This is an optimization exercise on Yosys and OpenROAD, whose aim is small area, a short achievable clock period and few clock cycles per item, not a production implementation.

==> run D: inputs <==
Design ECC_ENC_DEC, start of the top module:
module ECC_ENC_DEC
#(
parameter DATA_WIDTH = 32,
parameter AMBA_ADDR_WIDTH = 20,
parameter AMBA_WORD = 32
)
(
input wire clk,
input wire rst,
input wire [AMBA_ADDR_WIDTH-1:0] PADDR,
input wire [AMBA_WORD-1:0] PWDATA,
input wire PENABLE,
           PSEL,
           PWRITE,
output reg [AMBA_WORD-1:0] PRDATA,
output reg [DATA_WIDTH-1:0] data_out,
output reg operation_done,
output reg [1:0] num_of_errors
);
reg [31:0] CTRL_REG, DATA_IN_REG, CODEWORD_WIDTH_REG, NOISE_REG;
reg [3:0] we;
always @(posedge clk or negedge rst) begin : wr_decode
  if (!rst) we <= 4'd0;
  else begin
    we[0] <= PSEL & ~PENABLE & PWRITE & (PADDR[3:2] == 2'b00);
    we[1] <= PSEL & ~PENABLE & PWRITE & (PADDR[3:2] == 2'b01);
    we[2] <= PSEL & ~PENABLE & PWRITE & (PADDR[3:2] == 2'b10);
    we[3] <= PSEL & ~PENABLE & PWRITE & (PADDR[3:2] == 2'b11);
  end
end
reg clr_n;
always @(posedge clk or negedge rst) begin : clear_ctl
  if (!rst) clr_n <= 1'b0;
  else clr_n <= 1'b1;
end
wire [31:0] wdata = PWDATA & {32{clr_n}};
always @(posedge clk) begin : regs
  if (we[0] | ~clr_n) CTRL_REG <= wdata;
  if (we[1] | ~clr_n) DATA_IN_REG <= wdata;
  if (we[2] | ~clr_n) CODEWORD_WIDTH_REG <= wdata;
  if (we[3] | ~clr_n) NOISE_REG <= wdata;
end
always @(posedge clk or negedge rst) begin : done_reg
  if (!rst) operation_done <= 1'b0;
  else operation_done <= we[0];
end
always @(posedge clk) begin : rd
  case (PADDR[3:2])
    2'b00: PRDATA <= CTRL_REG;
    2'b01: PRDATA <= DATA_IN_REG;
  ...
export LEC_CHECK = 0
export CAP_MARGIN = 20
export CORE_MARGIN = 2
export CORE_UTILIZATION = 40
export CTS_CLUSTER_DIAMETER = 100
export CTS_CLUSTER_SIZE = 25
export SETUP_SLACK_MARGIN = 2.9
export SLEW_MARGIN = 20
create_clock -name core_clock -period 5.0 [get_ports {clk}]
standard.sh (not shown) runs the stock make flow with config.mk's settings and CLKGATE_MAP_FILE= SYNTH_SCRIPT=/design/flow/synth_recipe.tcl, a recipe that flattens the netlist after the stock synthesis.
==> flow/flow/run.sh <==
#!/bin/bash
# The standard layout (standard.sh), with two changes to the cells it may use:
#  - the port buffers are buf_1 cells instead of the delay cell buffer_ports picks by default;
#  - the 3-input XOR/XNOR cells are added to the platform's don't-use list, so that
#    synthesis and repair build the parity trees from 2-input XOR/XNOR cells.
set -euo pipefail
export BUFFER_PORTS_ARGS="-buffer_cell sky130_fd_sc_hd__buf_1"
DU=$(make -s -C "$FLOW_HOME" DESIGN_CONFIG="$PWD/config.mk" WORK_HOME="$PWD/orfs" print-DONT_USE_CELLS 2> print.log | sed -n 's/^DONT_USE_CELLS: //p')
[ -n "$DU" ]
DU="$DU sky130_fd_sc_hd__xnor3_1 sky130_fd_sc_hd__xnor3_2 sky130_fd_sc_hd__xnor3_4 sky130_fd_sc_hd__xor3_1 sky130_fd_sc_hd__xor3_2 sky130_fd_sc_hd__xor3_4"
echo "DONT_USE_CELLS=$DU" > dont_use.txt
bash standard.sh DONT_USE_CELLS="$DU" finish > standard.log 2>&1
==> run C (differences from run D) <==
--- a/flow/design.v
+++ b/flow/design.v
@@ -25,51 +25,38 @@
   if (!rst) we <= 4'd0;
   else begin
     we[0] <= PSEL & ~PENABLE & PWRITE & (PADDR[3:2] == 2'b00);
     we[1] <= PSEL & ~PENABLE & PWRITE & (PADDR[3:2] == 2'b01);
     we[2] <= PSEL & ~PENABLE & PWRITE & (PADDR[3:2] == 2'b10);
     we[3] <= PSEL & ~PENABLE & PWRITE & (PADDR[3:2] == 2'b11);
   end
 end
-reg clr_n;
-always @(posedge clk or negedge rst) begin : clear_ctl
-  if (!rst) clr_n <= 1'b0;
-  else clr_n <= 1'b1;
-end
-wire [31:0] wdata = PWDATA & {32{clr_n}};
-always @(posedge clk) begin : regs
-  if (we[0] | ~clr_n) CTRL_REG <= wdata;
-  if (we[1] | ~clr_n) DATA_IN_REG <= wdata;
-  if (we[2] | ~clr_n) CODEWORD_WIDTH_REG <= wdata;
-  if (we[3] | ~clr_n) NOISE_REG <= wdata;
+always @(posedge clk or negedge rst) begin : regs
+  if (!rst) begin
+    CTRL_REG <= 32'd0; DATA_IN_REG <= 32'd0; CODEWORD_WIDTH_REG <= 32'd0; NOISE_REG <= 32'd0;
+  end else begin
+    if (we[0]) CTRL_REG <= PWDATA;
+    if (we[1]) DATA_IN_REG <= PWDATA;
+    if (we[2]) CODEWORD_WIDTH_REG <= PWDATA;
+    if (we[3]) NOISE_REG <= PWDATA;
+  end
 end
 always @(posedge clk or negedge rst) begin : done_reg
   if (!rst) operation_done <= 1'b0;
   else operation_done <= we[0];
 end
 always @(posedge clk) begin : rd
   case (PADDR[3:2])
     2'b00: PRDATA <= CTRL_REG;
     2'b01: PRDATA <= DATA_IN_REG;
     2'b10: PRDATA <= CODEWORD_WIDTH_REG;
     default: PRDATA <= NOISE_REG;
   endcase
 end
-reg nSc, cM, cL;
-always @(posedge clk or negedge rst) begin : width_copy
-  if (!rst) begin
-    nSc <= 1'b0; cM <= 1'b0; cL <= 1'b0;
-  end else if (we[2]) begin
-    nSc <= PWDATA[1] | PWDATA[0];
-    cM <= ~PWDATA[1] & PWDATA[0];
-    cL <= PWDATA[1] & ~PWDATA[0];
-  end
-end
-wire cS = ~nSc;
 wire wS = ~CODEWORD_WIDTH_REG[1] & ~CODEWORD_WIDTH_REG[0];
 wire wM = ~CODEWORD_WIDTH_REG[1] &  CODEWORD_WIDTH_REG[0];
 wire wL =  CODEWORD_WIDTH_REG[1];
 wire [31:0] D = DATA_IN_REG;
 wire [31:0] N = NOISE_REG;
 wire ea0 = D[0];
 wire eb0 = D[0];
 wire eg0 = ea0;
@@ -286,49 +273,49 @@
 wire m_fc  =  mode[1];
 wire [4:0] s = ({5{m_dec}} & sD) | ({5{m_fc}} & sN);
 wire p = (m_dec & (pDa ^ pDb)) | (m_fc & (pNa ^ pNb));
 wire [1:0] nof = {~p & (|s), p};
 wire d_dec = ddec, d_fc = ~nfc;
 wire [25:0] g = D[25:0] & {26{~d_dec}};
 wire [4:0] lo = cE & {5{~d_dec}};
 wire pb = pE & ~d_dec;
-wire [31:0] ecw = ({32{cS}} & {24'd0, g[3:0], pb, lo[2:0]}) | ({32{cM}} & {16'd0, g[10:0], pb, lo[3:0]}) | ({32{cL}} & {g, pb, lo});
-wire [31:0] nmask = {{16{cL}}, {8{cM | cL}}, 8'hff};
+wire [31:0] ecw = wS ? {24'd0, g[3:0], pb, lo[2:0]} : wM ? {16'd0, g[10:0], pb, lo[3:0]} : {g, pb, lo};
+wire [31:0] nmask = wS ? 32'h000000ff : wM ? 32'h0000ffff : 32'hffffffff;
 wire [31:0] t = (({32{d_dec}} & D) | ({32{d_fc}} & N)) & nmask;
 wire [31:0] fix;
-assign fix[0] = p & ((cS & (s == 5'd1)) | (cM & (s == 5'd1)) | (cL & (s == 5'd1)));
-assign fix[1] = p & ((cS & (s == 5'd2)) | (cM & (s == 5'd2)) | (cL & (s == 5'd2)));
-assign fix[2] = p & ((cS & (s == 5'd4)) | (cM & (s == 5'd4)) | (cL & (s == 5'd4)));
-assign fix[3] = p & ((cS & (s == 5'd0)) | (cM & (s == 5'd8)) | (cL & (s == 5'd8)));
-assign fix[4] = p & ((cS & (s == 5'd3)) | (cM & (s == 5'd0)) | (cL & (s == 5'd16)));
-assign fix[5] = p & ((cS & (s == 5'd5)) | (cM & (s == 5'd3)) | (cL & (s == 5'd0)));
-assign fix[6] = p & ((cS & (s == 5'd6)) | (cM & (s == 5'd5)) | (cL & (s == 5'd3)));
-assign fix[7] = p & ((cS & (s == 5'd7)) | (cM & (s == 5'd6)) | (cL & (s == 5'd5)));
-assign fix[8] = p & ((cM & (s == 5'd7)) | (cL & (s == 5'd6)));
-assign fix[9] = p & ((cM & (s == 5'd9)) | (cL & (s == 5'd7)));
-assign fix[10] = p & ((cM & (s == 5'd10)) | (cL & (s == 5'd9)));
-assign fix[11] = p & ((cM & (s == 5'd11)) | (cL & (s == 5'd10)));
-assign fix[12] = p & ((cM & (s == 5'd12)) | (cL & (s == 5'd11)));
-assign fix[13] = p & ((cM & (s == 5'd13)) | (cL & (s == 5'd12)));
-assign fix[14] = p & ((cM & (s == 5'd14)) | (cL & (s == 5'd13)));
-assign fix[15] = p & ((cM & (s == 5'd15)) | (cL & (s == 5'd14)));
-assign fix[16] = p & ((cL & (s == 5'd15)));
-assign fix[17] = p & ((cL & (s == 5'd17)));
-assign fix[18] = p & ((cL & (s == 5'd18)));
-assign fix[19] = p & ((cL & (s == 5'd19)));
-assign fix[20] = p & ((cL & (s == 5'd20)));
-assign fix[21] = p & ((cL & (s == 5'd21)));
-assign fix[22] = p & ((cL & (s == 5'd22)));
-assign fix[23] = p & ((cL & (s == 5'd23)));
-assign fix[24] = p & ((cL & (s == 5'd24)));
-assign fix[25] = p & ((cL & (s == 5'd25)));
-assign fix[26] = p & ((cL & (s == 5'd26)));
-assign fix[27] = p & ((cL & (s == 5'd27)));
-assign fix[28] = p & ((cL & (s == 5'd28)));
-assign fix[29] = p & ((cL & (s == 5'd29)));
-assign fix[30] = p & ((cL & (s == 5'd30)));
-assign fix[31] = p & ((cL & (s == 5'd31)));
+assign fix[0] = p & ((wS & (s == 5'd1)) | (wM & (s == 5'd1)) | (wL & (s == 5'd1)));
+assign fix[1] = p & ((wS & (s == 5'd2)) | (wM & (s == 5'd2)) | (wL & (s == 5'd2)));
+assign fix[2] = p & ((wS & (s == 5'd4)) | (wM & (s == 5'd4)) | (wL & (s == 5'd4)));
+assign fix[3] = p & ((wS & (s == 5'd0)) | (wM & (s == 5'd8)) | (wL & (s == 5'd8)));
+assign fix[4] = p & ((wS & (s == 5'd3)) | (wM & (s == 5'd0)) | (wL & (s == 5'd16)));
+assign fix[5] = p & ((wS & (s == 5'd5)) | (wM & (s == 5'd3)) | (wL & (s == 5'd0)));
+assign fix[6] = p & ((wS & (s == 5'd6)) | (wM & (s == 5'd5)) | (wL & (s == 5'd3)));
+assign fix[7] = p & ((wS & (s == 5'd7)) | (wM & (s == 5'd6)) | (wL & (s == 5'd5)));
+assign fix[8] = p & ((wM & (s == 5'd7)) | (wL & (s == 5'd6)));
+assign fix[9] = p & ((wM & (s == 5'd9)) | (wL & (s == 5'd7)));
+assign fix[10] = p & ((wM & (s == 5'd10)) | (wL & (s == 5'd9)));
+assign fix[11] = p & ((wM & (s == 5'd11)) | (wL & (s == 5'd10)));
+assign fix[12] = p & ((wM & (s == 5'd12)) | (wL & (s == 5'd11)));
+assign fix[13] = p & ((wM & (s == 5'd13)) | (wL & (s == 5'd12)));
+assign fix[14] = p & ((wM & (s == 5'd14)) | (wL & (s == 5'd13)));
+assign fix[15] = p & ((wM & (s == 5'd15)) | (wL & (s == 5'd14)));
+assign fix[16] = p & ((wL & (s == 5'd15)));
+assign fix[17] = p & ((wL & (s == 5'd17)));
+assign fix[18] = p & ((wL & (s == 5'd18)));
+assign fix[19] = p & ((wL & (s == 5'd19)));
+assign fix[20] = p & ((wL & (s == 5'd20)));
+assign fix[21] = p & ((wL & (s == 5'd21)));
+assign fix[22] = p & ((wL & (s == 5'd22)));
+assign fix[23] = p & ((wL & (s == 5'd23)));
+assign fix[24] = p & ((wL & (s == 5'd24)));
+assign fix[25] = p & ((wL & (s == 5'd25)));
+assign fix[26] = p & ((wL & (s == 5'd26)));
+assign fix[27] = p & ((wL & (s == 5'd27)));
+assign fix[28] = p & ((wL & (s == 5'd28)));
+assign fix[29] = p & ((wL & (s == 5'd29)));
+assign fix[30] = p & ((wL & (s == 5'd30)));
+assign fix[31] = p & ((wL & (s == 5'd31)));
 always @(posedge clk) begin : stage2
   data_out <= (ecw ^ t) ^ fix;
   num_of_errors <= nof;
 end
 endmodule
SETUP_SLACK_MARGIN = 2.95   (was 2.9)
==> comparison <==
Run D produced a clean layout. Run C went through all stages and came out clean. In run C the first-iteration DRC count is smaller than in run D, by 11%. In run D the core utilization is higher than in run C, by 1.8 points. In run D the register-to-register slack is worse than in run C, by 0.08 ns. Against run C, the non-clock buffer count of run D is higher by 33. Of run D and run C, run C has the higher hold slack (gap 0.13 ns). Cell count: run C is higher than run D (about 6%). In run C the synthesized cell count is higher than in run D, by 9.9%.
No run of this note included a check of the RTL's function; only the layout flow was run.

## what the ideal ports hide
Ports are ideal in the flow. The routed layouts listed here were re-timed in OpenROAD. Step 1 sets driving cells, clkbuf_16 on the clock port and buf_2 on the other inputs (assumed; they add their load-dependent delay and slew). Step 2 times the ports against the registers' clock, not the clock port: input delays grow and output delays shrink by t, the midpoint of the rising clock arrivals with the driver on. Three values: ideal ports, drivers, drivers and shift; two values: the first two.
run | t (ns) | setup WS [ns] | worst setup path at the end | pins driven straight from the clock port
run D | 0.520 | 2.877 / 2.877 / 2.533 | input to register | 1
run C | 0.529 | 2.956 / 2.932 / 2.575 | input to register | 1
After both steps setup and hold are still met in every run listed. For run C, which loses most, drivers alone change the setup slack by -0.024 ns; drivers and shift together by -0.381 ns.
